Context: an optimization exercise on an open-source flow, tuned for small area and a short achievable clock period. The choices shown serve that exercise and are no tape-out recipe.
RTL that was checked went through simulation tests only; none was proved equivalent to the original.
The RTL of runs 1, 2 and 6 to 8 was laid out without a check of its function.
Power and IR drop assume default switching activity.

`flow/run.sh`:
```
#!/bin/bash
# The standard layout, with the port buffers made of buf_2 cells instead of the
# resizer's default pick; each tool's output is in flow.log here.
set -euo pipefail
bash standard.sh BUFFER_PORTS_ARGS="-buffer_cell sky130_fd_sc_hd__buf_2" finish > flow.log 2>&1
```
`standard.sh`:
```
#!/bin/bash
# synth_recipe.tcl (not shown) runs the flow's synth.tcl, then flattens the netlist and writes it again
# the make line also repeats each setting of config.mk as NAME=value (left out here)
make -C /OpenROAD-flow-scripts/flow DESIGN_CONFIG=/design/flow/config.mk WORK_HOME=/design/flow/orfs CLKGATE_MAP_FILE= SYNTH_SCRIPT=/design/flow/synth_recipe.tcl "${@:-finish}"
```
`config.mk`:
```
export PLATFORM = sky130hd
export DESIGN_NAME = pcpu
export DESIGN_NICKNAME = pcpu
export VERILOG_FILES = /design/flow/design.v
export SDC_FILE = /design/flow/constraint.sdc
export NUM_CORES = 4
export LEC_CHECK = 0
export ABC_AREA = 1
export CAP_MARGIN = 0
export CORE_MARGIN = 2
export CORE_UTILIZATION = 40
export CTS_CLUSTER_DIAMETER = 100
export CTS_CLUSTER_SIZE = 20
export PLACE_DENSITY = 0.75
export SETUP_SLACK_MARGIN = 2.7
export SLEW_MARGIN = 0
```
`constraint.sdc`:
```
create_clock -name core_clock -period 5.0 [get_ports {clock}]
set_input_delay 1.0000 -clock core_clock [delete_from_list [all_inputs] [get_ports {clock}]]
set_output_delay 1.0000 -clock core_clock [all_outputs]
set_load 0.01 [all_outputs]
```
`design.v`:
```
`timescale 1ns / 1ps
module pcpu(
    input clock,
    input enable,
    input reset,
    input start,
    input [15:0] i_datain,
    input [15:0] d_datain,
    output [7:0] i_addr,
    output [7:0] d_addr,
    output d_we,
    output [15:0] d_dataout
    );
    reg state;
    wire run = (state == 1'b1);
    reg w_halt;
    always @(posedge clock)
        if (reset)
            state <= 1'b0;
        else if (!run)
            state <= enable & start;
        else
            state <= enable & ~w_halt;
    reg [15:0] gr[0:7];
    reg [15:0] wdata;
    reg w_we;
    reg [2:0] w_dst;
    genvar g;
    generate
        for (g = 0; g < 8; g = g + 1) begin : rf
            always @(posedge clock)
                if (reset | (run & w_we & (w_dst == g)))
                    gr[g] <= wdata;
        end
    endgenerate
    reg [7:0] pc;
    reg [4:0] id_op;
    reg [10:0] id_f;
    reg [15:0] mem_c;
    wire taken;
    always @(posedge clock or posedge reset)
        if (reset) begin
            pc <= 8'b0;
            id_op <= 5'b0_0000;
        end else if (run) begin
            pc <= taken ? mem_c[7:0] : pc + 8'd1;
            id_op <= i_datain[15:11];
        end
    wire [4:0] f_op = i_datain[15:11];
    wire f_r1 = (f_op == 5'b1_0000) | (f_op == 5'b1_0011) | (f_op == 5'b0_1001) | (f_op == 5'b0_1011)
              | (f_op == 5'b1_1001) | (f_op[4:3] == 2'b11 && f_op[2:1] != 2'b00);
    wire f_store = (f_op == 5'b0_0011);
    reg [2:0] id_sa, id_sq;
    always @(posedge clock)
        if (run) begin
            id_f <= i_datain[10:0];
            id_sa <= f_r1 ? i_datain[10:8] : i_datain[6:4];
            id_sq <= f_store ? i_datain[10:8] : i_datain[2:0];
        end
    wire [4:0] op = id_op;
    wire [2:0] r1 = id_f[10:8];
    wire [7:0] imm = id_f[7:0];
    wire d_jump  = (op == 5'b1_1000);
    wire d_store = (op == 5'b0_0011);
    wire d_load  = (op == 5'b0_0010);
    wire d_shl   = (op == 5'b0_0100) | (op == 5'b0_0101);
    wire d_shr   = (op == 5'b0_0110) | (op == 5'b0_0111);
    wire d_and   = (op == 5'b0_1101);
    wire d_or    = (op == 5'b0_1110);
    wire d_xor   = (op == 5'b0_1111);
    wire d_subc  = (op == 5'b1_0010);
    wire d_addc  = (op == 5'b1_0001);
    wire d_sub   = (op == 5'b0_1010) | (op == 5'b0_1011) | (op == 5'b0_1100) | (op == 5'b1_0011);
    wire d_r3    = (op == 5'b0_1000) | (op == 5'b1_0001) | (op == 5'b0_1010) | (op == 5'b1_0010)
                 | (op == 5'b0_1100) | (op == 5'b0_1101) | (op == 5'b0_1110) | (op == 5'b0_1111);
    wire d_hi    = (op == 5'b1_0000) | (op == 5'b1_0011);
    wire d_v3    = d_load | d_store | d_shl | d_shr;
    wire d_fl    = d_shl | d_shr | d_and | d_or | d_xor | d_sub | d_subc | d_addc
                 | (op == 5'b0_1000) | (op == 5'b0_1001) | (op == 5'b1_0000);
    wire d_br    = (op[4:3] == 2'b11);
    wire d_halt  = (op == 5'b0_0001);
    wire [2:0] d_kind = d_load ? 3'd3 : d_store ? 3'd4 : d_br ? 3'd5 : d_halt ? 3'd6
                      : (op == 5'b0_1100) ? 3'd2 : d_fl ? 3'd1 : 3'd0;
    wire [15:0] port_a = gr[id_sa];
    wire [15:0] port_q = gr[id_sq];
    wire [15:0] rev_a;
    genvar k;
    generate
        for (k = 0; k < 16; k = k + 1) begin : rv
            assign rev_a[k] = port_a[15 - k];
        end
    endgenerate
    wire [15:0] a_next;
    assign a_next[15:8] = d_shl ? rev_a[15:8] : d_store ? port_q[7:0] : port_a[15:8];
    assign a_next[7:0]  = d_jump ? 8'b0 : d_shl ? rev_a[7:0] : port_a[7:0];
    wire [15:0] b_val;
    assign b_val[3:0]  = d_r3 ? port_q[3:0] : d_hi ? 4'b0 : imm[3:0];
    assign b_val[7:4]  = d_r3 ? port_q[7:4] : (d_hi | d_v3) ? 4'b0 : imm[7:4];
    assign b_val[15:8] = (d_r3 | d_store) ? port_q[15:8] : d_hi ? imm : 8'b0;
    wire d_neg = d_sub | d_subc;
    reg [15:0] ex_a, ex_b;
    reg ex_and, ex_or, ex_xor, ex_shl, ex_shr, ex_ca, ex_cb;
    reg [2:0] ex_dst;
    reg [2:0] ex_k;
    always @(posedge clock)
        if (run) begin
            ex_a <= a_next;
            ex_b <= d_neg ? ~b_val : b_val;
            ex_and <= d_and;
            ex_or <= d_or;
            ex_xor <= d_xor;
            ex_shl <= d_shl;
            ex_shr <= d_shr;
            ex_ca <= d_addc | d_subc;
            ex_cb <= d_neg;
            ex_dst <= d_br ? op[2:0] : r1;
        end
    always @(posedge clock or posedge reset)
        if (reset) begin
            ex_k <= 3'd0;
        end else if (run) begin
            ex_k <= d_kind;
        end
    reg zf, nf, cf;
    wire ex_fl = (ex_k == 3'd1) | (ex_k == 3'd2);
    wire ex_st = (ex_k == 3'd4);
    wire ex_add = ~(ex_and | ex_or | ex_xor | ex_shl | ex_shr);
    wire cin = ex_ca ? (cf ^ ex_cb) : ex_cb;
    wire [17:0] sum18 = {1'b0, ex_a, 1'b1} + {1'b0, ex_b, cin};
    wire [15:0] sum = sum18[16:1];
    wire cout = sum18[17];
    wire [16:0] sh = {ex_a, cf} >> ex_b[3:0];
    reg [15:0] alu;
    integer j;
    always @(*)
        for (j = 0; j < 16; j = j + 1)
            alu[j] = (ex_add & sum[j])
                   | (ex_and & (ex_a[j] & ex_b[j]))
                   | (ex_or  & (ex_a[j] | ex_b[j]))
                   | (ex_xor & (ex_a[j] ^ ex_b[j]))
                   | (ex_shl & sh[16 - j])
                   | (ex_shr & sh[j + 1]);
    wire cf_next = (ex_add & (cout ^ ex_cb)) | ((ex_shl | ex_shr) & sh[0]);
    reg [7:0] smdr1;
    reg [2:0] m_dst;
    reg dw;
    reg [2:0] m_k;
    always @(posedge clock)
        if (run) begin
            mem_c[7:0] <= alu[7:0];
            mem_c[15:8] <= ex_st ? ex_b[15:8] : alu[15:8];
            smdr1 <= ex_a[15:8];
            m_dst <= ex_dst;
        end
    always @(posedge clock or posedge reset)
        if (reset) begin
            cf <= 1'b0;
            dw <= 1'b0;
            m_k <= 3'd0;
        end else if (run) begin
            if (ex_fl)
                cf <= cf_next;
            dw <= ex_st;
            m_k <= ex_k;
        end
    wire m_fl = (m_k == 3'd1) | (m_k == 3'd2);
    wire m_we = (m_k == 3'd1) | (m_k == 3'd3);
    wire m_ld = (m_k == 3'd3);
    wire m_br = (m_k == 3'd5);
    wire m_halt = (m_k == 3'd6);
    wire flag = m_dst[2] ? (m_dst[1] ? cf : nf) : zf;
    assign taken = m_br & ((m_dst[2:1] == 2'b00) | (flag ^ m_dst[0]));
    assign i_addr = pc;
    assign d_addr = mem_c[7:0];
    assign d_we = dw;
    assign d_dataout = {mem_c[15:8], smdr1};
    always @(posedge clock or posedge reset)
        if (reset) begin
            zf <= 1'b0;
            nf <= 1'b0;
            wdata <= 16'b0;
            w_halt <= 1'b0;
            w_we <= 1'b0;
        end else if (run) begin
            if (m_fl) begin
                zf <= (mem_c == 16'b0);
                nf <= mem_c[15];
            end
            wdata <= m_ld ? d_datain : mem_c;
            w_halt <= m_halt;
            w_we <= m_we;
        end
    always @(posedge clock)
        if (run)
            w_dst <= m_dst;
endmodule
```
==> flow_summary.yaml, run 1 <==
status:
  status: "finished clean"
power:
  fin_total_pwr_mw: 6.02
  p_int_mw: 3.93
  power_density_nw_per_um2: 362
  ir_worst_vdd_mv: 0.274
  switching_share_pct: 34.7
  p_clk_share_pct: 23.0
  switchingPower_mw: 2.09
  p_comb_share_pct: 26.1
  p_leak_nw: 7.04
  pwr-share-seq_pct: 50.9
floorplanning:
  start_util_pct: 40.5
  die_h_um: 194
  coreArea_um2: 35500
  die_area_um2: 37500
  ios: 69
  fp.dieW_um: 194
  rows: 69
critical_path:
  criticalPathCategory: "reg2out"
  r2r_start: "id_sa[0]"
  crit_buf_inv: 1
  reg2reg_depth: 10
  critPathRequiredTime_ns: 4.00
  cp-start-kind: "flip-flop"
  path_cells: "buf_2"
  ff2ff_setup_slack_ns: 2.75
  cp_max_fo: 3
  max_stage_delay_ns: 0.55
  slowest_stage: "edfxtp_1"
  cp.arrival_ns: 1.26
  cp-startpoint: "mem_c[6]"
  end_kind: "primary output"
  cp_top_family: "flip-flops"
  reg2reg_to: "ex_a[13]"
yosys:
  synth.area.top_cells: "edfxtp_1 (45%), nand2_1 (8.6%), dfrtp_1 (7.1%)"
  synth-edff-count: 217
  synth.most_common_cell: "nand2_1"
  synth-seq-cells: 259
  synthTopCellsByCount: "nand2_1 (328), inv_1 (226), edfxtp_1 (217)"
  synth_top_area_share_pct: 45.3
  yosysUniqueCellTypes: 53
  ys_warn_count: 2
  yosysTopAreaCell: "edfxtp_1"
  syn_inst: 1671
  syn_area_um2: 14400
  synth.avg_cell_area_um2: 8.61
  ys.flop_type: "edfxtp_1"
  yosysSeqAreaShare_pct: 52.6
  syn_nets: 1741
  synthArstFlopShare_pct: 15.8
clock_tree:
  worstSkewPairLatency_ns: 0.51
  cts_tree: "built"
  cts.clk_slew.worst_paths_ns: 0.08
  cts_buffers: 17
  htree_levels: 1
  cts.sinks: 259
  cts.path.max_buffers: 3
  cts.root.buffer_cell: "clkbuf_16"
worst_hold_path:
  holdPathStages: 0
  worstHoldEndpoint: "m_dst[1]"
  hold_path.class: "reg2reg"
  min_from: "ex_dst[1]"
detailed_routing:
  wirelength_um: 48600
  route.detailed.drc: 0
  post_drt_wl_per_cell_um: 21.6
  drt_iter0_markers: 1787
  drtAntennaViolNets: 0
  first_pass_iters: 9
  vias: 13100
  vias_per_cell: 5.83
timing:
  setup_tns_ns: 0
  skew_ns: 0.0153
  finalSetupViolCount: 0
  period_needed_ns: 2.26
  rsz0062_at_grt: "true"
  hold_viol: 0
  relSlewSlack_pct: 49.6
  worst_slew_pin_slew_ns: 0.754
  max_freq_ghz: 0.442
  slew_violations: 0
  min_period_over_period_pct: 45.3
  timing.hold.ws_ns: 0.429
place:
  routabilityCongestion: 0.946
  dp_hpwl_um: 32900
  placed_cell_area_um2: 15200
  port_buffers: 68
final_layout:
  final_area_um2: 16600
  finalNetCount: 1849
  final_layout_size_suffix_gt1_share_pct: 14.7
  n_antenna_cell: 0
  fill_cells: 3250
  area_growth_pct: 15.7
global_routing:
  gr-total-overflow: 0
  grt_pass1_wl_um: 71700
  grt_pass1_vias: 12200
  track_usage_pct: 24.7
  grt_max_degree: 85
  grt_antenna_before_repair: 2
flow_run:
  maxCapViolations: 0
[sequential cells by signal, summed over array words and instances, names as in the netlist, 3 cells and up]
name    flops
ex_a       16
ex_b       16
ex_dst      3
ex_k        3
gr        128
id_f       11
id_op       5
id_sa       3
id_sq       3
m_dst       3
m_k         3
mem_c      16
pc          8
smdr1       8
w_dst       3
wdata      16
[cell families after synthesis]
logic type / count (synthesis) / synth area share, %
and+or+nand+nor: 758 / 23.3
AOI/OAI and AO/OA: 315 / 12.5
buffers and inverters: 296 / 8.03
DFF: 259 / 52.6
adders and majority gates: 34 / 3.01
xor gates and xnor gates: 8 / 0.487
muxes: 1 / 0.0783
[how the worst max path moves through the flow]
| stage | end | cells after the start |
|---|---|---|
| after floorplan | gr[0][0] | 3 |
| after global placement | mem_c[9] | 12 |
| after detailed placement | mem_c[9] | 12 |
| after CTS | gr[6][6] | 2 |
| after global routing | cf | 7 |
| final | d_addr[6] | 1 |
[power by group through the flow]
stage	clock network [mW]	logic (mW)	registers, mW
2_1_floorplan	0	0.970	3.00
3_3_place_gp	0	1.36	3.11
3_5_place_dp	0	1.38	3.12
4_1_cts	1.39	1.44	3.06
5_1_grt	1.47	1.72	3.10
6_report	1.38	1.57	3.07
[cell usage in the layout, fill, tap and decap left out, types with 6 or more instances in the layout]
cell type   instances
o21ai_4             8
edfxtp_1          217
nand2_1           323
a21oi_1            73
nand2_2            10
clkbuf_16          17
nand3_1           166
o21ai_0            99
o22ai_1            66
ha_1               29
buf_12             13
nor2_4              6
nand3_4             9
clkinvlp_4          8
or2_2               8
nor3_1              6
dfrtp_1            39
buf_4              62
nor2_1            168
o211ai_1           24
inv_2              12
nand4_1            31
inv_1             215
buf_2              68
o21ai_1            16
[per-layer routing]
metal	GRT usage, %	part of all wire [%]
met5	0	0.027
met3	3.94	10
met4	10.2	3.8
met1	33.9	40
met2	39.1	46
[cell type report]
cell class	instances	area [um^2]	area share (%)
Sequential cell	259	7570	45.5
Multi-Input combinational cell	1116	5990	36.0
Timing Repair Buffer	145	1090	6.56
Inverter	238	930	5.59
Tap cell	461	577	3.47
Clock buffer	21	440	2.65
Clock inverter	4	36.3	0.218
Timing Repair inverter	2	10.0	0.0602
[repair_timing]
| action | 4_1_cts | 5_1_grt |
|---|---|---|
| endpoints found under the hold margin | 0 | 0 |
| pin swaps | 4 | 9 |
| endpoints found under the setup margin | 188 | 150 |
| buffers inserted | 18 | 53 |
| hold buffers | 0 | 0 |
| cloned | 2 | 0 |
| resized for setup | 29 | 42 |
[per-stage QoR]
stage	util, %	instances	worst slack (ns)
after detailed placement	42.7	2148	2.18
after global placement	42.7	2148	2.22
after floorplan	-	1671	2.67
after global routing	46.9	2246	2.51
final	46.9	2246	2.74
after CTS	45.0	2193	2.41
==> run 2, diff against run 1 <==
--- a/design.v
+++ b/design.v
@@ -83,4 +83,12 @@
                       : (op == 5'b0_1100) ? 3'd2 : d_fl ? 3'd1 : 3'd0;
-    wire [15:0] port_a = gr[id_sa];
-    wire [15:0] port_q = gr[id_sq];
+    reg [15:0] port_a, port_q;
+    integer r;
+    always @(*) begin
+        port_a = 16'b0;
+        port_q = 16'b0;
+        for (r = 0; r < 8; r = r + 1) begin
+            port_a = port_a | (gr[r] & {16{(id_sa == r) & ~d_jump}});
+            port_q = port_q | (gr[r] & {16{id_sq == r}});
+        end
+    end
     wire [15:0] rev_a;
@@ -94,3 +102,3 @@
     assign a_next[15:8] = d_shl ? rev_a[15:8] : d_store ? port_q[7:0] : port_a[15:8];
-    assign a_next[7:0]  = d_jump ? 8'b0 : d_shl ? rev_a[7:0] : port_a[7:0];
+    assign a_next[7:0]  = d_shl ? rev_a[7:0] : port_a[7:0];
     wire [15:0] b_val;
--- a/config.mk
+++ b/config.mk
@@ -13,4 +13,3 @@
 export CTS_CLUSTER_SIZE = 20
-export PLACE_DENSITY = 0.75
-export SETUP_SLACK_MARGIN = 2.7
+export SETUP_SLACK_MARGIN = 2.8
 export SLEW_MARGIN = 0
==> flow_summary.yaml, run 2 <==
detailed_routing:
  first_pass_iters: 5
  drt_iter0_markers: 1410
  wirelength_um: 49800
  vias_per_cell: 5.64
  vias: 12900
  drtAntennaViolNets: 0
  route.detailed.drc: 0
  post_drt_wl_per_cell_um: 21.8
critical_path:
  end_kind: "primary output"
  cp_top_family: "flip-flops"
  critPathRequiredTime_ns: 4.00
  slowest_stage: "edfxtp_1"
  cp_max_fo: 3
  crit_buf_inv: 1
  cp.arrival_ns: 1.32
  reg2reg_to: "mem_c[1]"
  cp-start-kind: "flip-flop"
  path_cells: "buf_2"
  max_stage_delay_ns: 0.57
  criticalPathCategory: "reg2out"
  reg2reg_depth: 7
  ff2ff_setup_slack_ns: 2.70
  r2r_start: "ex_shr"
yosys:
  synth_xor_xnor_area_share_pct: 0.677
  yosysSeqAreaShare_pct: 53.1
  synth_top_family_by_area: "simple AND/OR/NAND/NOR gates"
  synth_top_area_share_pct: 45.8
  synth-simple-area-share_pct: 24.5
  synth-seq-cells: 259
  synth-compound-area-share_pct: 11.6
  synth-adder-area-share_pct: 3.04
  yosysTopAreaCell: "edfxtp_1"
  synthArstFlopShare_pct: 15.8
  yosysUniqueCellTypes: 54
  ys.flop_type: "edfxtp_1"
  ys_warn_count: 2
  synth.most_common_cell: "nand2_1"
  syn_area_um2: 14200
  synthTopCellsByCount: "nand2_1 (442), edfxtp_1 (217), inv_1 (192)"
  syn_inst: 1664
  synth.avg_cell_area_um2: 8.55
  synth-edff-count: 217
  synthMuxAreaShare_pct: 0.0791
  syn_nets: 1734
  synth.area.top_cells: "edfxtp_1 (46%), nand2_1 (12%), dfrtp_1 (7.2%)"
floorplanning:
  coreArea_um2: 35300
  ios: 69
  start_util_pct: 40.3
  rows: 69
  fp.dieW_um: 193
  die_h_um: 193
  die_area_um2: 37100
clock_tree:
  htree_levels: 1
  worstSkewPairLatency_ns: 0.54
  cts.root.buffer_cell: "clkbuf_16"
  cts.path.max_buffers: 3
  cts.clk_slew.worst_paths_ns: 0.10
  cts.sinks: 259
  cts_buffers: 17
  cts_tree: "built"
timing:
  period_needed_ns: 2.32
  skew_ns: 0.0304
  finalSetupViolCount: 0
  setup_tns_ns: 0
  max_freq_ghz: 0.431
  rsz0062_at_grt: "true"
  hold_viol: 0
  worst_slew_pin_slew_ns: 0.927
  timing.hold.ws_ns: 0.424
  min_period_over_period_pct: 46.4
  slew_violations: 0
  relSlewSlack_pct: 38.2
power:
  switchingPower_mw: 2.05
  power_density_nw_per_um2: 350
  switching_share_pct: 34.2
  p_comb_share_pct: 25.5
  p_int_mw: 3.94
  p_clk_share_pct: 23.4
  pwr-share-seq_pct: 51.1
  p_leak_nw: 7.26
  fin_total_pwr_mw: 5.99
  ir_worst_vdd_mv: 0.305
worst_hold_path:
  hold_path.class: "reg2reg"
  min_from: "ex_dst[2]"
  holdPathStages: 0
  worstHoldEndpoint: "m_dst[2]"
place:
  port_buffers: 68
  placedCellCount: 2150
  dp_hpwl_um: 34300
  placed_cell_area_um2: 15100
  routabilityCongestion: 0.945
global_routing:
  top_usage_layer: "met2"
  use_met1_pct: 38.1
  globalRouteMet3Util_pct: 4.40
  use_met2_pct: 40.6
  track_usage_pct: 26.6
  grt_antenna_before_repair: 1
  grt_pass1_vias: 11900
  grt_max_degree: 100
  grt_pass1_wl_um: 73300
  gr-total-overflow: 0
final_layout:
  ff_latch_area_um2: 7570
  layout_common_cells: "nand2_1 (419), edfxtp_1 (217), inv_1 (171)"
  mostFrequentLayoutCell: "nand2_1"
  area_growth_pct: 20.3
  largest_reg_flops: 128
  n_antenna_cell: 0
  final_area_um2: 17100
  final-instance-count-excl-fill: 2286
  final_layout_size_suffix_gt1_share_pct: 19.5
  finalNetCount: 1890
  fill_cells: 3370
  regMostFlops: "gr"
  multi_input_area_um2: 6250
flow_run:
  maxCapViolations: 0
status:
  status: "finished clean"
-- run 2: stage by stage --
stage                     worst slack (ns)  utilization [%]
after floorplan                       2.56                -
after global placement                2.19             42.7
after detailed placement              2.16             42.7
after CTS                             2.67             46.0
after global routing                  2.63             48.5
final                                 2.68             48.5
-- run 2: power by group through the flow --
stage | Combinational (mW) | Sequential [mW] | Clock (mW)
after floorplan | 0.867 | 2.99 | 0
after global placement | 1.24 | 3.12 | 0
after detailed placement | 1.25 | 3.13 | 0
after CTS | 1.36 | 3.06 | 1.42
after global routing | 1.69 | 3.10 | 1.49
final | 1.53 | 3.06 | 1.40
-- run 2: timing repair --
item	CTS	global route
endpoints found under the setup margin	106	97
hold buffers	0	0
pin swaps	7	39
buffers inserted	54	54
gates resized for setup	49	108
gates cloned	3	1
-- run 2: how the worst max path moves through the flow --
stage / start / end / slack [ns] / cells past startpoint
2_1_floorplan: state / gr[0][0] / 2.56 / 4
3_3_place_gp: ex_b[1] / mem_c[4] / 2.19 / 11
3_5_place_dp: ex_b[1] / mem_c[4] / 2.16 / 11
4_1_cts: mem_c[4] / d_addr[4] / 2.67 / 1
5_1_grt: ex_cb / mem_c[11] / 2.63 / 17
6_report: mem_c[4] / d_addr[4] / 2.68 / 1
-- run 2: layout make-up --
| type | count | share of cell area, % |
|---|---|---|
| inverters | 205 | 4.92 |
| repair inverters | 2 | 0.0585 |
| well taps | 461 | 3.37 |
| repair buffers | 182 | 8.16 |
| flip-flops and latches | 259 | 44.2 |
| multi-input cells | 1153 | 36.5 |
| clock buffers | 20 | 2.55 |
| clock inverters | 4 | 0.219 |
-- run 2: kinds of logic (layout without fill, tap and decap cells) --
family                     after synthesis  in the layout
muxes                                    1              1
adders and majority gates               34             34
AOI/OAI and AO/OA                      290            290
and+or+nand+nor                        817            817
DFF                                    259            259
xor gates and xnor gates                11             11
buffers and inverters                  252            413
-- run 2: worst reg2reg max path, delay by kind of cell, from the launching register on --
kind	cells	cell delay (ns)
buf+inv	2	0.49
simple gates	3	0.38
compound gates	2	0.64
flops	1	0.51
-- run 2: per-layer routing --
metal,part of all wire [%],wire length [um]
met1,43,21300
met4,4.4,2180
met2,44,21900
met5,0,0
met3,8.8,4400
==> run 3, diff against run 2 <==
--- a/design.v
+++ b/design.v
@@ -89,3 +89,3 @@
         for (r = 0; r < 8; r = r + 1) begin
-            port_a = port_a | (gr[r] & {16{(id_sa == r) & ~d_jump}});
+            port_a = port_a | (gr[r] & {16{id_sa == r}});
             port_q = port_q | (gr[r] & {16{id_sq == r}});
@@ -102,3 +102,3 @@
     assign a_next[15:8] = d_shl ? rev_a[15:8] : d_store ? port_q[7:0] : port_a[15:8];
-    assign a_next[7:0]  = d_shl ? rev_a[7:0] : port_a[7:0];
+    assign a_next[7:0]  = d_jump ? 8'b0 : d_shl ? rev_a[7:0] : port_a[7:0];
     wire [15:0] b_val;
==> flow_summary.yaml, run 3 <==
status:
  status: "finished clean"
detailed_routing:
  drt_iter0_markers: 1498
  wirelength_um: 47300
  route.detailed.drc: 0
  vias: 12300
  vias_per_cell: 5.74
  drtAntennaViolNets: 0
  first_pass_iters: 6
  post_drt_wl_per_cell_um: 22.0
global_routing:
  gr-total-overflow: 0
  grt_pass1_vias: 11700
  grt_max_degree: 67
  grt_antenna_before_repair: 0
  track_usage_pct: 25.8
  grt_pass1_wl_um: 70300
clock_tree:
  worstSkewPairLatency_ns: 0.52
  cts.root.buffer_cell: "clkbuf_16"
  cts.clk_slew.worst_paths_ns: 0.08
  cts_tree: "built"
  cts_buffers: 17
  htree_levels: 1
  hold_buffers: 0
  cts.sinks: 259
  cts.path.max_buffers: 3
final_layout:
  utilization_pct: 47.5
  final_layout_size_suffix_gt1_share_pct: 16.3
  n_antenna_cell: 0
  layout_common_cells: "nand2_1 (246), inv_1 (227), edfxtp_1 (217)"
  regMostFlops: "gr"
  mostFrequentLayoutCell: "nand2_1"
  largest_reg_flops: 128
  finalNetCount: 1756
  area_growth_pct: 17.0
yosys:
  ys.flop_type: "edfxtp_1"
  synth.area.top_cells: "edfxtp_1 (46%), dfrtp_1 (7.3%), nand2_1 (7.0%)"
  synth_top_area_share_pct: 46.5
  synth-compound-area-share_pct: 13.9
  syn_inst: 1570
  syn_area_um2: 14000
  synth_xor_xnor_area_share_pct: 1.50
  yosysSeqAreaShare_pct: 53.9
  syn_nets: 1640
  synth-seq-cells: 259
  synth.avg_cell_area_um2: 8.94
  ys_warn_count: 2
  yosysUniqueCellTypes: 49
  synth-adder-area-share_pct: 3.09
  synthTopCellsByCount: "nand2_1 (262), inv_1 (242), edfxtp_1 (217)"
  synth_top_family_by_area: "simple AND/OR/NAND/NOR gates"
  synthArstFlopShare_pct: 15.8
  synth-simple-area-share_pct: 19.1
  synth-edff-count: 217
  synth.most_common_cell: "nand2_1"
  synthMuxAreaShare_pct: 0.0803
  yosysTopAreaCell: "edfxtp_1"
critical_path:
  cp-start-kind: "flip-flop"
  criticalPathCategory: "reg2out"
  end_kind: "primary output"
  path_cells: "buf_2"
  ff2ff_setup_slack_ns: 2.82
  cp_top_family: "flip-flops"
  r2r_start: "ex_cb"
  cp_max_fo: 2
  slowest_stage: "edfxtp_1"
  cp.arrival_ns: 1.24
  max_stage_delay_ns: 0.53
  crit_buf_inv: 1
  critPathRequiredTime_ns: 4.00
  reg2reg_depth: 17
  reg2reg_to: "mem_c[11]"
timing:
  max_freq_ghz: 0.446
  hold_viol: 0
  finalSetupViolCount: 0
  skew_ns: 0.0260
  worst_slew_pin_slew_ns: 0.764
  relSlewSlack_pct: 48.8
  rsz0062_at_grt: "true"
  setup_tns_ns: 0
  min_period_over_period_pct: 44.8
  period_needed_ns: 2.24
  slew_violations: 0
worst_hold_path:
  worstHoldEndpoint: "m_dst[0]"
  hold_path.class: "reg2reg"
  min_from: "ex_dst[0]"
  holdPathStages: 0
power:
  p_clk_share_pct: 23.8
  switching_share_pct: 33.3
  switchingPower_mw: 1.93
  ir_worst_vdd_mv: 0.210
  p_leak_nw: 6.88
  p_int_mw: 3.86
  p_comb_share_pct: 24.4
  power_density_nw_per_um2: 352
  pwr-share-seq_pct: 51.8
place:
  routabilityCongestion: 0.968
  port_buffers: 68
  dp_hpwl_um: 31600
floorplanning:
  rows: 68
  coreArea_um2: 34500
  start_util_pct: 40.6
  die_area_um2: 36600
  ios: 69
  fp.dieW_um: 191
  die_h_um: 191
flow_run:
  maxCapViolations: 0
[run 3: power by group through the flow]
stage | logic, mW | clock network [mW] | registers, mW
CTS | 1.30 | 1.40 | 3.00
floorplan | 0.848 | 0 | 2.95
finish | 1.41 | 1.38 | 3.00
global route | 1.55 | 1.47 | 3.03
detailed placement | 1.21 | 0 | 3.07
global placement | 1.20 | 0 | 3.06
[run 3: stage by stage]
stage	hold slack (ns)	cell area, um^2	instances	total power [mW]	setup slack [ns]
after detailed placement	0.405	14800	2043	4.28	2.07
after global placement	0.401	14800	2043	4.26	2.11
after floorplan	0.400	14100	1570	3.80	2.66
after global routing	0.427	16400	2147	6.05	2.72
after CTS	0.424	15800	2105	5.70	2.75
final	0.423	16400	2147	5.78	2.76
[run 3: cells by family after synthesis]
kind of cell	after synthesis
and+or+nand+nor	626
AOI/OAI and AO/OA	325
muxes	1
DFF	259
xor gates and xnor gates	24
buffers and inverters	301
adders and majority gates	34
[run 3: worst max path at each step]
stage / startpoint / endpoint / depth (start not counted)
after floorplan: state / gr[0][0] / 3
after global placement: ex_b[1] / mem_c[11] / 13
after detailed placement: ex_b[0] / mem_c[11] / 14
after CTS: mem_c[13] / d_dataout[13] / 1
after global routing: ex_cb / mem_c[9] / 17
final: mem_c[12] / d_dataout[12] / 1
[run 3: cell type report]
| type | count | area, um^2 |
|---|---|---|
| well taps | 455 | 569 |
| repair inverters | 3 | 17.5 |
| multi-input cells | 1010 | 5750 |
| flip-flops and latches | 259 | 7570 |
| clock inverters | 3 | 31.3 |
| fillers | 3339 | 18100 |
| repair buffers | 146 | 1060 |
| inverters | 249 | 973 |
| clock buffers | 22 | 444 |
[run 3: what timing repair did]
action / 4_1_cts / 5_1_grt
setup endpoints to repair: 206 / 108
gates cloned: 3 / 0
resized for setup: 48 / 66
buffers inserted: 34 / 42
pin swaps: 7 / 19
[run 3: worst reg2reg max path: cells and delay by family, from the launching register on]
kind / cells / cell delay, ns
fa+ha+maj: 1 / 0.36
flops: 1 / 0.44
buf+inv: 3 / 0.21
simple gates: 13 / 0.91
[run 3: per-layer routing]
layer	track usage (%)	vias to the layer above	share of wire, %
li1	-	5640	-
met1	35.8	5885	42
met2	40.5	672	45
met3	4.63	121	9.4
met4	8.93	0	3.1
met5	0	-	0
==> run 4, diff against run 3 <==
--- a/config.mk
+++ b/config.mk
@@ -10,3 +10,3 @@
 export CORE_MARGIN = 2
-export CORE_UTILIZATION = 40
+export CORE_UTILIZATION = 50
 export CTS_CLUSTER_DIAMETER = 100
==> flow_summary.yaml, run 4 <==
yosys:
  synthTopCellsByCount: "nand2_1 (262), inv_1 (242), edfxtp_1 (217)"
  synth.avg_cell_area_um2: 8.94
  synth.area.top_cells: "edfxtp_1 (46%), dfrtp_1 (7.3%), nand2_1 (7.0%)"
  ys_warn_count: 2
  ys.flop_type: "edfxtp_1"
  synth-edff-count: 217
  yosysUniqueCellTypes: 49
  yosysTopAreaCell: "edfxtp_1"
  yosysSeqAreaShare_pct: 53.9
  synth_top_area_share_pct: 46.5
  syn_area_um2: 14000
  synth.most_common_cell: "nand2_1"
  synth-seq-cells: 259
  synthArstFlopShare_pct: 15.8
  syn_nets: 1640
  syn_inst: 1570
clock_tree:
  htree_levels: 1
  cts_tree: "built"
  cts_buffers: 17
  cts.path.max_buffers: 3
  cts.root.buffer_cell: "clkbuf_16"
  cts.sinks: 259
  cts.clk_slew.worst_paths_ns: 0.10
  hold_buffers: 0
  worstSkewPairLatency_ns: 0.52
power:
  switching_share_pct: 33.1
  p_leak_nw: 7.07
  p_clk_share_pct: 24.7
  ir_worst_vdd_mv: 0.347
  p_comb_share_pct: 24.2
  power_density_nw_per_um2: 353
  fin_total_pwr_mw: 5.87
  pwr-share-seq_pct: 51.1
  switchingPower_mw: 1.94
  p_int_mw: 3.93
place:
  placedCellCount: 1967
  routabilityCongestion: 0.954
  placed_cell_area_um2: 14700
  post-place-ws_ns: 2.04
  port_buffers: 68
  dp_hpwl_um: 32100
flow_run:
  maxCapViolations: 0
floorplanning:
  rows: 61
  coreArea_um2: 27700
  die_h_um: 172
  ios: 69
  start_util_pct: 50.6
  die_area_um2: 29400
  fp.dieW_um: 172
timing:
  worst_slew_pin_slew_ns: 0.706
  skew_ns: 0.0234
  rsz0062_at_grt: "true"
  max_freq_ghz: 0.438
  period_needed_ns: 2.28
  slew_violations: 0
  relSlewSlack_pct: 52.8
  finalSetupViolCount: 0
  min_period_over_period_pct: 45.7
  hold_viol: 0
  timing.hold.ws_ns: 0.426
  setup_tns_ns: 0
  fin_ws_ns: 2.72
final_layout:
  layout_common_cells: "nand2_1 (249), inv_1 (227), edfxtp_1 (217)"
  final_area_um2: 16700
  final-instance-count-excl-fill: 2105
  area_growth_pct: 18.7
  largest_reg_flops: 128
  final_layout_size_suffix_gt1_share_pct: 17.8
  finalNetCount: 1790
  utilization_pct: 60.1
  n_antenna_cell: 0
  mostFrequentLayoutCell: "nand2_1"
  regMostFlops: "gr"
critical_path:
  cp_max_fo: 3
  cp_top_family: "flip-flops"
  slowest_stage: "edfxtp_1"
  r2r_start: "ex_cb"
  cp-start-kind: "flip-flop"
  path_cells: "buf_2"
  ff2ff_setup_slack_ns: 2.76
  critPathRequiredTime_ns: 4.00
  end_kind: "primary output"
  crit_buf_inv: 1
  cp.arrival_ns: 1.28
  max_stage_delay_ns: 0.55
  reg2reg_depth: 17
  criticalPathCategory: "reg2out"
  reg2reg_to: "mem_c[11]"
detailed_routing:
  vias_per_cell: 5.88
  drtAntennaViolNets: 0
  post_drt_wl_per_cell_um: 22.5
  first_pass_iters: 7
  vias: 12400
  wirelength_um: 47500
  drt_iter0_markers: 1561
  route.detailed.drc: 0
global_routing:
  grt_pass1_vias: 11500
  grt_pass1_wl_um: 69400
  track_usage_pct: 32.2
  grt_antenna_before_repair: 1
  gr-total-overflow: 0
  grt_max_degree: 70
worst_hold_path:
  holdPathStages: 0
  hold_path.class: "reg2reg"
  worstHoldEndpoint: "m_dst[2]"
  min_from: "ex_dst[2]"
status:
  status: "finished clean"
run 4: cell counts after synthesis:
No cell type changed its count.
run 4: metal layers:
metal | vias up | GRT usage (%) | wire (um)
met2 | 645 | 49.2 | 21200
li1 | 5719 | - | -
met5 | - | 0 | 10
met1 | 5877 | 45.1 | 19900
met4 | 2 | 12.7 | 1970
met3 | 124 | 6.72 | 4390
run 4: kinds of logic (layout without fill, tap and decap cells):
group	Yosys count	after routing	synth area share [%]
adders and majority gates	34	34	3.09
buffers and inverters	301	458	8.42
DFF	259	259	53.9
AOI/OAI and AO/OA	325	325	13.9
and+or+nand+nor	626	626	19.1
xor gates and xnor gates	24	24	1.50
muxes	1	1	0.0803
run 4: power groups by stage:
stage          Clock [mW]  Combinational, mW  Sequential, mW
6_report             1.45               1.42            3.00
5_1_grt              1.54               1.58            3.04
4_1_cts              1.47               1.28            3.01
3_5_place_dp            0               1.21            3.06
3_3_place_gp            0               1.20            3.06
2_1_floorplan           0              0.848            2.95
run 4: what timing repair did:
action / in CTS / in global routing
pin swaps: 9 / 10
endpoints found under the hold margin: 0 / 0
gates resized for setup: 52 / 63
endpoints found under the setup margin: 207 / 85
cloned: 3 / 3
setup buffers: 44 / 62
run 4: layout make-up:
| cell class | instances | area (um^2) |
|---|---|---|
| Clock buffer | 23 | 448 |
| Clock inverter | 3 | 58.8 |
| Fill cell | 2463 | 11100 |
| Inverter | 249 | 973 |
| Multi-Input combinational cell | 1010 | 5740 |
| Sequential cell | 259 | 7570 |
| Tap cell | 378 | 473 |
| Timing Repair Buffer | 179 | 1370 |
| Timing Repair inverter | 4 | 22.5 |
run 4: worst max-delay path by stage:
stage	startpoint	end	slack [ns]	cells past startpoint
after detailed placement	ex_b[1]	mem_c[11]	2.04	13
after floorplan	state	gr[0][0]	2.66	3
final	mem_c[10]	d_dataout[10]	2.72	1
after global routing	ex_cb	mem_c[11]	2.63	17
after global placement	ex_b[1]	mem_c[11]	2.06	13
after CTS	mem_c[10]	d_dataout[10]	2.73	1
==> run 5, diff against run 4 <==
--- a/config.mk
+++ b/config.mk
@@ -10,3 +10,4 @@
 export CORE_MARGIN = 2
-export CORE_UTILIZATION = 50
+export CORE_UTILIZATION = 40
+export CTS_BUF_LIST = sky130_fd_sc_hd__clkbuf_8 sky130_fd_sc_hd__clkbuf_16
 export CTS_CLUSTER_DIAMETER = 100
==> flow_summary.yaml, run 5 <==
yosys:
  yosysSeqAreaShare_pct: 53.9
  yosysUniqueCellTypes: 49
  synth-seq-cells: 259
  syn_area_um2: 14000
  ys_warn_count: 2
  synth.avg_cell_area_um2: 8.94
  synth_top_area_share_pct: 46.5
  yosysTopAreaCell: "edfxtp_1"
  synth.area.top_cells: "edfxtp_1 (46%), dfrtp_1 (7.3%), nand2_1 (7.0%)"
  synthTopCellsByCount: "nand2_1 (262), inv_1 (242), edfxtp_1 (217)"
  synth-edff-count: 217
  syn_inst: 1570
  synth.most_common_cell: "nand2_1"
  syn_nets: 1640
  synthArstFlopShare_pct: 15.8
  ys.flop_type: "edfxtp_1"
floorplanning:
  die_area_um2: 36600
  die_h_um: 191
  rows: 68
  start_util_pct: 40.6
  ios: 69
  fp.dieW_um: 191
  coreArea_um2: 34500
power:
  p_int_mw: 3.85
  switching_share_pct: 33.3
  p_clk_share_pct: 23.6
  power_density_nw_per_um2: 351
  p_comb_share_pct: 24.5
  ir_worst_vdd_mv: 0.206
  p_leak_nw: 6.90
  pwr-share-seq_pct: 52.0
  switchingPower_mw: 1.92
timing:
  slew_violations: 0
  rsz0062_at_grt: "true"
  relSlewSlack_pct: 52.4
  worst_slew_pin_slew_ns: 0.710
  finalSetupViolCount: 0
  setup_tns_ns: 0
  fin_ws_ns: 2.77
  period_needed_ns: 2.23
  skew_ns: 0.0215
  hold_viol: 0
  max_freq_ghz: 0.449
  min_period_over_period_pct: 44.6
clock_tree:
  cts_tree: "built"
  cts.root.buffer_cell: "clkbuf_16"
  cts.clk_slew.worst_paths_ns: 0.08
  hold_buffers: 0
  cts_buffers: 17
  worstSkewPairLatency_ns: 0.52
  htree_levels: 1
  cts.sinks: 259
  cts.path.max_buffers: 3
global_routing:
  grt_pass1_vias: 11700
  gr-total-overflow: 0
  grt_max_degree: 67
  grt_pass1_wl_um: 70300
  grt_antenna_before_repair: 0
  track_usage_pct: 25.8
final_layout:
  mostFrequentLayoutCell: "nand2_1"
  n_antenna_cell: 0
  largest_reg_flops: 128
  regMostFlops: "gr"
  finalNetCount: 1755
  final_layout_size_suffix_gt1_share_pct: 16.3
  fill_cells: 3338
  area_growth_pct: 17.0
  layout_common_cells: "nand2_1 (246), inv_1 (232), edfxtp_1 (217)"
critical_path:
  cp-start-kind: "flip-flop"
  max_stage_delay_ns: 0.53
  cp_top_family: "flip-flops"
  cp.arrival_ns: 1.23
  crit_buf_inv: 1
  ff2ff_setup_slack_ns: 2.82
  slowest_stage: "edfxtp_1"
  cp_max_fo: 2
  critPathRequiredTime_ns: 4.00
  criticalPathCategory: "reg2out"
  end_kind: "primary output"
  path_cells: "buf_2"
detailed_routing:
  route.detailed.drc: 0
  first_pass_iters: 6
  drt_iter0_markers: 1291
  vias_per_cell: 5.75
  drtAntennaViolNets: 0
  wirelength_um: 47300
  vias: 12300
  post_drt_wl_per_cell_um: 22.0
place:
  post-place-ws_ns: 2.07
  routabilityCongestion: 0.968
  dp_hpwl_um: 31600
  port_buffers: 68
status:
  status: "finished clean"
flow_run:
  maxCapViolations: 0
worst_hold_path:
  hold_path.class: "reg2reg"
## run 5: cell counts after synthesis
No cell type changed its count.
## run 5: worst paths after layout
path | startpoint | to | cells past startpoint
min | ex_dst[0] | m_dst[0] | 0
min in group asynchronous | reset | pc[0] | 2
min reg2reg | ex_dst[0] | m_dst[0] | 0
max in group asynchronous | reset | id_op[4] | 2
max reg2reg | ex_cb | mem_c[11] | 17
max | mem_c[12] | d_dataout[12] | 1
## run 5: stage by stage
stage | utilization (%) | hold WS, ns | power [mW] | instances | instance area, um^2
finish | 47.5 | 0.423 | 5.77 | 2146 | 16400
global route | 47.5 | 0.428 | 6.04 | 2146 | 16400
CTS | 45.9 | 0.423 | 5.69 | 2105 | 15800
detailed placement | 42.9 | 0.405 | 4.28 | 2043 | 14800
global placement | 42.9 | 0.401 | 4.26 | 2043 | 14800
floorplan | - | 0.400 | 3.80 | 1570 | 14100
## run 5: metal layers
metal | GRT usage [%] | routed length (um) | vias up
met2 | 40.5 | 21300 | 687
met4 | 8.82 | 1500 | 0
met1 | 35.9 | 20100 | 5893
met5 | 0 | 0 | -
met3 | 4.50 | 4350 | 126
li1 | - | - | 5635
## run 5: area by class of cell
cell class              count  area, um^2  area share, %
multi-input cells        1010        5750           35.1
clock inverters             8        50.0          0.305
well taps                 455         569           3.47
flip-flops and latches    259        7570           46.1
clock buffers              17         425           2.59
inverters                 249         973           5.93
repair buffers            145        1050           6.42
repair inverters            3        17.5          0.107
## run 5: power groups by stage
stage / logic [mW] / registers [mW] / clock network [mW]
floorplan: 0.848 / 2.95 / 0
global placement: 1.20 / 3.06 / 0
detailed placement: 1.21 / 3.07 / 0
CTS: 1.30 / 3.00 / 1.39
global route: 1.55 / 3.03 / 1.46
finish: 1.41 / 3.00 / 1.36
## run 5: kinds of logic after synthesis
| kind of cell | after synthesis | share of synthesized area [%] |
|---|---|---|
| muxes | 1 | 0.0803 |
| and+or+nand+nor | 626 | 19.1 |
| adders and majority gates | 34 | 3.09 |
| AOI/OAI and AO/OA | 325 | 13.9 |
| xor gates and xnor gates | 24 | 1.50 |
| DFF | 259 | 53.9 |
| buffers and inverters | 301 | 8.42 |
## run 5: repair_timing
item,4_1_cts,5_1_grt
buffers inserted,34,41
gates resized for setup,48,66
cloned,3,0
pin swaps,7,19
endpoints found under the setup margin,206,109
==> run 6, diff against run 5 <==
--- a/design.v
+++ b/design.v
@@ -109,3 +109,3 @@
     reg [15:0] ex_a, ex_b;
-    reg ex_and, ex_or, ex_xor, ex_shl, ex_shr, ex_ca, ex_cb;
+    reg ex_sg, ex_sp, ex_shl, ex_shr, ex_ca, ex_cb;
     reg [2:0] ex_dst;
@@ -116,5 +116,4 @@
             ex_b <= d_neg ? ~b_val : b_val;
-            ex_and <= d_and;
-            ex_or <= d_or;
-            ex_xor <= d_xor;
+            ex_sg <= d_and | d_or;
+            ex_sp <= d_xor | d_or;
             ex_shl <= d_shl;
@@ -134,3 +133,5 @@
     wire ex_st = (ex_k == 3'd4);
-    wire ex_add = ~(ex_and | ex_or | ex_xor | ex_shl | ex_shr);
+    wire ex_add = ~(ex_sg | ex_sp | ex_shl | ex_shr);
+    wire [15:0] ex_g = ex_a & ex_b;
+    wire [15:0] ex_p = ex_a ^ ex_b;
     wire cin = ex_ca ? (cf ^ ex_cb) : ex_cb;
@@ -145,5 +146,4 @@
             alu[j] = (ex_add & sum[j])
-                   | (ex_and & (ex_a[j] & ex_b[j]))
-                   | (ex_or  & (ex_a[j] | ex_b[j]))
-                   | (ex_xor & (ex_a[j] ^ ex_b[j]))
+                   | (ex_sg & ex_g[j])
+                   | (ex_sp & ex_p[j])
                    | (ex_shl & sh[16 - j])
--- a/config.mk
+++ b/config.mk
@@ -11,3 +11,2 @@
 export CORE_UTILIZATION = 40
-export CTS_BUF_LIST = sky130_fd_sc_hd__clkbuf_8 sky130_fd_sc_hd__clkbuf_16
 export CTS_CLUSTER_DIAMETER = 100
==> flow_summary.yaml, run 6 <==
critical_path:
  end_kind: "primary output"
  r2r_start: "id_sq[0]"
  crit_cells: 1
  criticalPathCategory: "reg2out"
  crit_buf_inv: 1
  cp-start-kind: "flip-flop"
  path_cells: "buf_2"
  ff2ff_setup_slack_ns: 2.79
  slowest_stage: "edfxtp_1"
  reg2reg_to: "ex_b[15]"
  cp.arrival_ns: 1.26
  critPathRequiredTime_ns: 4.00
  max_stage_delay_ns: 0.54
  cp-startpoint: "mem_c[4]"
  reg2reg_depth: 10
  cp_max_fo: 3
  endpoint: "d_addr[4]"
  cp_top_family: "flip-flops"
floorplanning:
  die_area_um2: 36000
  fp.dieW_um: 190
  rows: 68
  start_util_pct: 40.3
  ios: 69
  die_h_um: 190
  coreArea_um2: 34300
clock_tree:
  cts.root.buffer_cell: "clkbuf_16"
  htree_levels: 1
  cts.path.max_buffers: 3
  cts.clk_slew.worst_paths_ns: 0.08
  cts_tree: "built"
  worstSkewPairLatency_ns: 0.52
  cts_buffers: 17
  cts.sinks: 258
global_routing:
  gr-total-overflow: 0
  grt_max_degree: 85
  grt_pass1_wl_um: 68600
  grt_antenna_before_repair: 1
  track_usage_pct: 25.4
  grt_pass1_vias: 11300
final_layout:
  largest_reg_flops: 128
  area_growth_pct: 17.5
  mostFrequentLayoutCell: "nand2_1"
  layout_common_cells: "nand2_1 (305), edfxtp_1 (216), inv_1 (203)"
  n_antenna_cell: 0
  utilization_pct: 47.3
  final_layout_size_suffix_gt1_share_pct: 16.6
  regMostFlops: "gr"
  finalNetCount: 1738
yosys:
  synth.avg_cell_area_um2: 8.80
  yosysSeqAreaShare_pct: 54.6
  syn_nets: 1623
  synth_top_area_share_pct: 47.0
  ys.flop_type: "edfxtp_1"
  synth-seq-cells: 258
  synth.area.top_cells: "edfxtp_1 (47%), nand2_1 (8.6%), dfrtp_1 (7.4%)"
  synth.most_common_cell: "nand2_1"
  yosysTopAreaCell: "edfxtp_1"
  ys_warn_count: 2
  syn_inst: 1569
  synthArstFlopShare_pct: 15.9
  synthTopCellsByCount: "nand2_1 (316), edfxtp_1 (216), inv_1 (213)"
  yosysUniqueCellTypes: 53
  syn_area_um2: 13800
  synth-edff-count: 216
timing:
  setup_tns_ns: 0
  worst_slew_pin_slew_ns: 0.795
  rsz0062_at_grt: "true"
  period_needed_ns: 2.26
  slew_violations: 0
  max_freq_ghz: 0.442
  hold_viol: 0
  relSlewSlack_pct: 47.0
  finalSetupViolCount: 0
  min_period_over_period_pct: 45.2
  fin_ws_ns: 2.74
  skew_ns: 0.0241
detailed_routing:
  wirelength_um: 46800
  vias_per_cell: 5.69
  post_drt_wl_per_cell_um: 21.8
  vias: 12200
  route.detailed.drc: 0
  drtAntennaViolNets: 0
  drt_iter0_markers: 1430
  first_pass_iters: 6
place:
  routabilityCongestion: 0.925
  port_buffers: 68
  post-place-ws_ns: 2.48
  dp_hpwl_um: 31800
power:
  p_leak_nw: 6.88
  fin_total_pwr_mw: 5.83
  ir_worst_vdd_mv: 0.204
  power_density_nw_per_um2: 359
status:
  status: "finished clean"
worst_hold_path:
  holdPathStages: 0
  hold_path.class: "reg2reg"
flow_run:
  maxCapViolations: 0
==> run 6: per-stage QoR <==
step	cell area (um^2)	hold slack [ns]	std cells
finish	16200	0.426	2145
global route	16200	0.433	2145
CTS	15700	0.426	2114
detailed placement	14600	0.406	2049
global placement	14600	0.405	2049
floorplan	13900	0.400	1569
==> run 6: cells by family after synthesis <==
family | synth area share, %
compound gates | 13.1
xor+xnor | 0.888
fa+ha+maj | 1.69
buf+inv | 8.00
flops | 54.6
mux | 0.0816
simple gates | 21.7
==> run 6: layer usage <==
layer  global-route usage [%]  vias to the layer above  share of wire (%)
met5                        0                        -                  0
met4                     8.88                        0                3.5
met3                     3.78                      109                8.3
met2                     40.6                      626                 46
met1                     35.3                     5838                 42
li1                         -                     5629                  -
==> run 6: worst min path at each step <==
| stage | startpoint | to |
|---|---|---|
| global placement | ex_dst[1] | m_dst[1] |
| floorplan | ex_dst[0] | m_dst[0] |
| detailed placement | ex_dst[1] | m_dst[1] |
| global route | ex_dst[1] | m_dst[1] |
| CTS | ex_dst[1] | m_dst[1] |
| finish | ex_dst[0] | m_dst[0] |
==> run 6: report_power, final <==
| group | total (mW) | internal [mW] | switching [mW] |
|---|---|---|---|
| registers | 2.99 | 2.71 | 0.277 |
| clock network | 1.48 | 0.735 | 0.747 |
| logic | 1.36 | 0.476 | 0.886 |
| total | 5.83 | 3.92 | 1.91 |
==> run 6: area by class of cell <==
cell class / count / area (um^2)
Clock buffer: 21 / 440
Clock inverter: 4 / 81.3
Fill cell: 3189 / 18100
Inverter: 230 / 903
Multi-Input combinational cell: 1032 / 5530
Sequential cell: 258 / 7540
Tap cell: 455 / 569
Timing Repair Buffer: 144 / 1150
Timing Repair inverter: 1 / 5.00
==> run 6: repair_timing <==
item | 4_1_cts | 5_1_grt
hold buffers | 0 | 0
pin swaps | 8 | 13
gates resized for setup | 30 | 66
gates cloned | 2 | 0
endpoints found under the setup margin | 196 | 50
setup buffers | 38 | 31
==> run 7, diff against run 6 <==
--- a/design.v
+++ b/design.v
@@ -156,3 +156,9 @@
     always @(posedge clock)
-        if (run) begin
+        if (run)
+            m_dst <= ex_dst;
+    always @(posedge clock or posedge reset)
+        if (reset) begin
+            mem_c <= 16'b0;
+            smdr1 <= 8'b0;
+        end else if (run) begin
             mem_c[7:0] <= alu[7:0];
@@ -160,3 +166,2 @@
             smdr1 <= ex_a[15:8];
-            m_dst <= ex_dst;
         end
==> flow_summary.yaml, run 7 <==
status:
  status: "finished clean"
detailed_routing:
  highest_layer: "met5"
  route.detailed.drc: 0
  wirelength_met1_um: 23400
  drtAntennaViolNets: 0
  dr_wl_met3_um: 5390
  post_drt_wl_per_cell_um: 24.2
  wirelength_um: 54500
  drt_iter0_markers: 1784
  vias: 13000
  met2_length_um: 22900
  first_pass_iters: 7
  vias_per_cell: 5.78
clock_tree:
  worstSkewPairLatency_ns: 0.54
  cts_buffers: 18
  cts.sinks: 258
  cts.path.max_buffers: 3
  cts.clk_slew.worst_paths_ns: 0.09
  hold_buffers: 0
  cts.root.buffer_cell: "clkbuf_16"
  cts_tree: "built"
  htree_levels: 1
final_layout:
  utilization_pct: 49.0
  regMostFlops: "gr"
  final_area_um2: 16900
  n_antenna_cell: 0
  largest_reg_flops: 128
  finalNetCount: 1843
  layout_common_cells: "nand2_1 (421), edfxtp_1 (192), inv_1 (160)"
  mostFrequentLayoutCell: "nand2_1"
  final_layout_size_suffix_gt1_share_pct: 20.5
  area_growth_pct: 21.2
critical_path:
  cp_top_family: "simple AND/OR/NAND/NOR gates"
  cp_max_fo: 7
  cp-start-kind: "flip-flop"
  reg2reg_to: "ex_b[8]"
  r2r_start: "id_sq[1]"
  end_kind: "flip-flop"
  critPathRequiredTime_ns: 5.31
  crit_buf_inv: 4
  ff2ff_setup_slack_ns: 2.78
  path_cells: "inv_2, nand3_1, buf_6, clkinvlp_4, buf_4, a22oi_2, nand2_2, nor3_4, nand2_1, nand3_1, nand2_1"
  criticalPathCategory: "reg2reg"
  cp.arrival_ns: 2.53
  reg2reg_depth: 11
  max_stage_delay_ns: 0.57
  slowest_stage: "edfxtp_1"
global_routing:
  gr-total-overflow: 0
  grt_max_degree: 72
  grt_antenna_before_repair: 1
  track_usage_pct: 29.3
  grt_pass1_wl_um: 78200
  grt_pass1_vias: 11700
flow_run:
  maxCapViolations: 0
timing:
  rsz0062_at_grt: "true"
  finalSetupViolCount: 0
  hold_viol: 0
  min_period_over_period_pct: 44.4
  skew_ns: 0.0437
  slew_violations: 0
  worst_slew_pin_slew_ns: 0.832
  period_needed_ns: 2.22
  setup_tns_ns: 0
  relSlewSlack_pct: 44.1
  fin_ws_ns: 2.78
  max_freq_ghz: 0.450
place:
  routabilityCongestion: 1.01
  dp_hpwl_um: 39100
  placed_cell_area_um2: 14700
  port_buffers: 68
  post-place-ws_ns: 2.23
floorplanning:
  coreArea_um2: 34500
  rows: 68
  die_area_um2: 36400
  fp.dieW_um: 191
  ios: 69
  die_h_um: 191
  start_util_pct: 40.5
worst_hold_path:
  worstHoldEndpoint: "m_dst[2]"
  min_from: "ex_dst[2]"
  hold_path.class: "reg2reg"
  holdPathStages: 0
power:
  switchingPower_mw: 2.39
  p_leak_nw: 7.14
  p_clk_share_pct: 23.1
  power_density_nw_per_um2: 385
  p_comb_share_pct: 25.8
  pwr-share-seq_pct: 51.1
  p_int_mw: 4.11
  ir_worst_vdd_mv: 0.314
  switching_share_pct: 36.8
yosys:
  syn_area_um2: 13900
  synth.area.top_cells: "edfxtp_1 (41%), nand2_1 (12%), dfrtp_1 (12%)"
  yosysUniqueCellTypes: 52
  yosysSeqAreaShare_pct: 53.2
  synth-edff-count: 192
  syn_nets: 1694
  syn_inst: 1640
  synth.most_common_cell: "nand2_1"
  synth_top_area_share_pct: 41.4
  ys.flop_type: "edfxtp_1"
  synth.avg_cell_area_um2: 8.50
  synth-seq-cells: 258
  synthTopCellsByCount: "nand2_1 (439), edfxtp_1 (192), inv_1 (177)"
  synthArstFlopShare_pct: 25.2
  yosysTopAreaCell: "edfxtp_1"
  ys_warn_count: 2
-- run 7: changes by cell type after synthesis, moves of 13 or more --
| cell | previous run | this run |
|---|---|---|
| edfxtp_1 | 216 | 192 |
| inv_1 | 213 | 177 |
| dfrtp_1 | 41 | 65 |
| o22ai_1 | 81 | 32 |
| clkbuf_1 | 17 | 38 |
| nand2_1 | 316 | 439 |
| o21ai_0 | 105 | 144 |
| a22oi_1 | 0 | 13 |
| nor2_1 | 156 | 112 |
-- run 7: timing repair --
item | in CTS | in global routing
setup buffers | 33 | 72
gates resized for setup | 45 | 135
setup endpoints to repair | 202 | 183
cloned | 0 | 1
pin swaps | 7 | 33
-- run 7: worst reg2reg max path: cells and delay by family (launching register included) --
family	cells	cell delay [ns]
AO/OA/AOI/OAI	1	0.15
buffers and inverters	4	0.62
flip-flops	1	0.57
AND/OR/NAND/NOR	6	0.66
-- run 7: logic make-up after synthesis --
kind of cell / after synthesis / synth area share [%]
adders and majority gates: 18 / 1.67
xor gates and xnor gates: 9 / 0.566
DFF: 258 / 53.2
and+or+nand+nor: 784 / 24.0
buffers and inverters: 252 / 6.94
AOI/OAI and AO/OA: 318 / 13.6
muxes: 1 / 0.0808
-- run 7: power by group through the flow --
stage                     clock, mW  combinational (mW)  sequential, mW
after floorplan                   0               0.944            3.09
after global placement            0                1.40            3.36
after detailed placement          0                1.40            3.36
after CTS                      1.52                1.49            3.30
after global routing           1.60                1.85            3.35
final                          1.50                1.68            3.32
-- run 7: cell type report --
| type | count | area [um^2] |
|---|---|---|
| inverters | 196 | 793 |
| fillers | 3326 | 17600 |
| repair buffers | 185 | 1410 |
| flip-flops and latches | 258 | 7440 |
| clock buffers | 27 | 484 |
| well taps | 455 | 569 |
| multi-input cells | 1130 | 6120 |
| clock inverters | 5 | 73.8 |
-- run 7: worst max-delay path by stage --
stage                     startpoint   endpoint  depth (start not counted)
after floorplan                reset   gr[0][0]                          2
after global placement         state   gr[4][6]                          2
after detailed placement       state   gr[5][6]                          2
after CTS                      state  gr[3][11]                          2
after global routing        id_sq[1]    ex_b[8]                         11
final                       id_sq[1]    ex_b[8]                         11
-- run 7: per-stage QoR --
step	cells	hold WS, ns	power [mW]
after floorplan	1640	0.400	4.03
after global placement	2118	0.405	4.76
after detailed placement	2118	0.407	4.76
after CTS	2183	0.428	6.31
after global routing	2256	0.431	6.80
final	2256	0.426	6.50
-- run 7: metal layers --
metal  vias up  track usage, %
met5         -               0
met4         2            12.3
met3       145            4.67
met2       767            42.5
met1      6182            43.3
li1       5934               -
==> run 8, diff against run 7 <==
--- a/design.v
+++ b/design.v
@@ -156,9 +156,3 @@
     always @(posedge clock)
-        if (run)
-            m_dst <= ex_dst;
-    always @(posedge clock or posedge reset)
-        if (reset) begin
-            mem_c <= 16'b0;
-            smdr1 <= 8'b0;
-        end else if (run) begin
+        if (run) begin
             mem_c[7:0] <= alu[7:0];
@@ -166,2 +160,3 @@
             smdr1 <= ex_a[15:8];
+            m_dst <= ex_dst;
         end
--- a/config.mk
+++ b/config.mk
@@ -13,2 +13,3 @@
 export CTS_CLUSTER_SIZE = 20
+export GPL_ROUTABILITY_DRIVEN = 0
 export SETUP_SLACK_MARGIN = 2.8
==> flow_summary.yaml, run 8 <==
status:
  status: "finished clean"
critical_path:
  cp.arrival_ns: 1.25
  cp_top_family: "flip-flops"
  crit_buf_inv: 1
  cp_max_fo: 3
  max_stage_delay_ns: 0.53
  cp-start-kind: "flip-flop"
  end_kind: "primary output"
  critPathRequiredTime_ns: 4.00
  criticalPathCategory: "reg2out"
  slowest_stage: "edfxtp_1"
  path_cells: "buf_2"
yosys:
  synth-simple-area-share_pct: 21.7
  synth_xor_xnor_area_share_pct: 0.888
  synth.area.top_cells: "edfxtp_1 (47%), nand2_1 (8.6%), dfrtp_1 (7.4%)"
  synth-seq-cells: 258
  syn_area_um2: 13800
  synthTopCellsByCount: "nand2_1 (316), edfxtp_1 (216), inv_1 (213)"
  yosysSeqAreaShare_pct: 54.6
  synth.most_common_cell: "nand2_1"
  ys_warn_count: 2
  synth.avg_cell_area_um2: 8.80
  synth_top_family_by_area: "simple AND/OR/NAND/NOR gates"
  ys.flop_type: "edfxtp_1"
  synth-adder-area-share_pct: 1.69
  syn_inst: 1569
  synthArstFlopShare_pct: 15.9
  yosysTopAreaCell: "edfxtp_1"
  synth-edff-count: 216
  synthMuxAreaShare_pct: 0.0816
  yosysUniqueCellTypes: 53
  syn_nets: 1623
  synth_top_area_share_pct: 47.0
  synth-compound-area-share_pct: 13.1
power:
  p_comb_share_pct: 23.5
  switching_share_pct: 33.3
  fin_total_pwr_mw: 5.74
  p_clk_share_pct: 24.6
  pwr-share-seq_pct: 51.8
  ir_worst_vdd_mv: 0.229
  p_leak_nw: 6.85
  power_density_nw_per_um2: 357
  switchingPower_mw: 1.91
  p_int_mw: 3.83
final_layout:
  regMostFlops: "gr"
  final_area_um2: 16100
  final_layout_size_suffix_gt1_share_pct: 16.1
  largest_reg_flops: 128
  utilization_pct: 47.0
  layout_common_cells: "nand2_1 (305), edfxtp_1 (216), inv_1 (205)"
  area_growth_pct: 16.6
  mostFrequentLayoutCell: "nand2_1"
  finalNetCount: 1741
  n_antenna_cell: 0
floorplanning:
  die_h_um: 190
  coreArea_um2: 34300
  start_util_pct: 40.3
  rows: 68
  die_area_um2: 36000
  fp.dieW_um: 190
  ios: 69
place:
  dp_hpwl_um: 30100
  placed_cell_area_um2: 14600
  port_buffers: 68
detailed_routing:
  vias_per_cell: 5.66
  first_pass_iters: 5
  vias: 12200
  drt_iter0_markers: 1596
  route.detailed.drc: 0
  drtAntennaViolNets: 0
  post_drt_wl_per_cell_um: 20.8
  wirelength_um: 44800
timing:
  worst_slew_pin_slew_ns: 0.804
  min_period_over_period_pct: 45.0
  relSlewSlack_pct: 46.4
  slew_violations: 0
  rsz0062_at_grt: "true"
  setup_tns_ns: 0
  hold_viol: 0
  period_needed_ns: 2.25
  finalSetupViolCount: 0
  skew_ns: 0.0205
  max_freq_ghz: 0.444
global_routing:
  track_usage_pct: 24.3
  grt_pass1_vias: 11100
  grt_pass1_wl_um: 66100
  grt_max_degree: 94
  grt_antenna_before_repair: 0
  gr-total-overflow: 0
clock_tree:
  cts.path.max_buffers: 3
  cts.sinks: 258
  cts.clk_slew.worst_paths_ns: 0.08
  cts_buffers: 17
  hold_buffers: 0
  cts_tree: "built"
  htree_levels: 1
  cts.root.buffer_cell: "clkbuf_16"
  worstSkewPairLatency_ns: 0.53
flow_run:
  maxCapViolations: 0
worst_hold_path:
  hold_path.class: "reg2reg"
## run 8: power groups by stage
stage | clock network [mW] | logic [mW] | registers, mW
floorplan | 0 | 0.835 | 2.93
detailed placement | 0 | 1.18 | 3.04
CTS | 1.43 | 1.24 | 2.98
global placement | 0 | 1.16 | 3.03
global route | 1.51 | 1.49 | 3.01
finish | 1.41 | 1.35 | 2.98
## run 8: layout make-up
type | instances | area, um^2
flip-flops and latches | 258 | 7540
multi-input cells | 1032 | 5570
inverters | 230 | 883
clock buffers | 25 | 455
clock inverters | 5 | 38.8
repair buffers | 148 | 1050
well taps | 455 | 569
fillers | 3238 | 18200
## run 8: path summary, 6_finish.rpt
check / to / depth (start not counted) / slack, ns / from
max in group asynchronous: id_op[1] / 2 / 4.05 / reset
setup reg to reg: mem_c[3] / 14 / 2.75 / ex_ca
hold / removal: m_dst[1] / 0 / 0.43 / ex_dst[1]
hold reg to reg: m_dst[1] / 0 / 0.43 / ex_dst[1]
min in group asynchronous: ex_k[2] / 2 / 0.52 / reset
setup / recovery: d_dataout[13] / 1 / 2.75 / mem_c[13]
## run 8: layer usage
metal	track usage (%)	wire (um)	vias up	part of all wire, %
met5	0	0	-	0
met3	3.63	4260	132	9.5
li1	-	-	5633	-
met1	34.0	18500	5713	41
met4	9.42	1790	0	4.0
met2	38.2	20300	714	45
## run 8: stage by stage
step,hold slack [ns],instances,setup slack [ns]
2_1_floorplan,0.400,1569,2.69
3_3_place_gp,0.402,2048,2.14
3_5_place_dp,0.408,2048,2.01
4_1_cts,0.428,2107,2.74
5_1_grt,0.438,2153,2.61
6_report,0.434,2153,2.75
## run 8: what timing repair did
item / in CTS / in global routing
endpoints found under the setup margin: 117 / 124
pin swaps: 6 / 21
buffers inserted: 29 / 46
gates resized for setup: 21 / 66
## run 8: logic make-up (layout without fill, tap and decap cells)
family / Yosys count / after routing
flip-flops: 258 / 258
buffers and inverters: 279 / 408
XOR/XNOR: 14 / 14
adder cells (fa/ha/maj): 18 / 18
AND/OR/NAND/NOR: 694 / 694
multiplexers: 1 / 1
AO/OA/AOI/OAI: 305 / 305

-- separate check: timing with driven ports --
How much do the figures lean on ideal ports? The routed layouts below were timed once more, with nothing changed but the port constraints. Step 1 (the two cells are an assumption about what drives the block):
set clk [get_ports {clock}]
set_driving_cell -lib_cell sky130_fd_sc_hd__clkbuf_16 $clk
set_driving_cell -lib_cell sky130_fd_sc_hd__buf_2 [delete_from_list [all_inputs] $clk]
Step 2 also shifts input and output timing later by t, the mid clock arrival at the registers, as if the neighbouring blocks saw the same clock. Three values: ideal ports, drivers, drivers and shift; two values: the first two.
| run | shift t [ns] | slack for setup (ns) | worst setup path after step 2 | worst register clock-pin slew, ns | pins driven straight from the clock port |
|---|---|---|---|---|---|
| run 1 | 0.554 | 2.737 / 2.690 / 2.618 | input to register | 0.09 / 0.09 | 1 |
| run 2 | 0.577 | 2.679 / 2.622 / 2.524 | input to register | 0.10 / 0.10 | 1 |
| run 3 | 0.558 | 2.760 / 2.711 / 2.640 | input to register | 0.09 / 0.09 | 1 |
| run 4 | 0.563 | 2.717 / 2.665 / 2.648 | input to register | 0.10 / 0.10 | 1 |
| run 5 | 0.553 | 2.771 / 2.724 / 2.649 | input to register | 0.09 / 0.09 | 1 |
| run 6 | 0.563 | 2.739 / 2.687 / 2.581 | input to register | 0.09 / 0.09 | 1 |
| run 7 | 0.571 | 2.778 / 2.751 / 2.559 | input to register | 0.10 / 0.10 | 1 |
| run 8 | 0.567 | 2.748 / 2.699 / 2.569 | input to register | 0.09 / 0.09 | 1 |
After both steps every run listed still meets setup and hold. For run 7, which loses most, drivers alone change the setup slack by -0.027 ns; drivers and shift together by -0.219 ns.
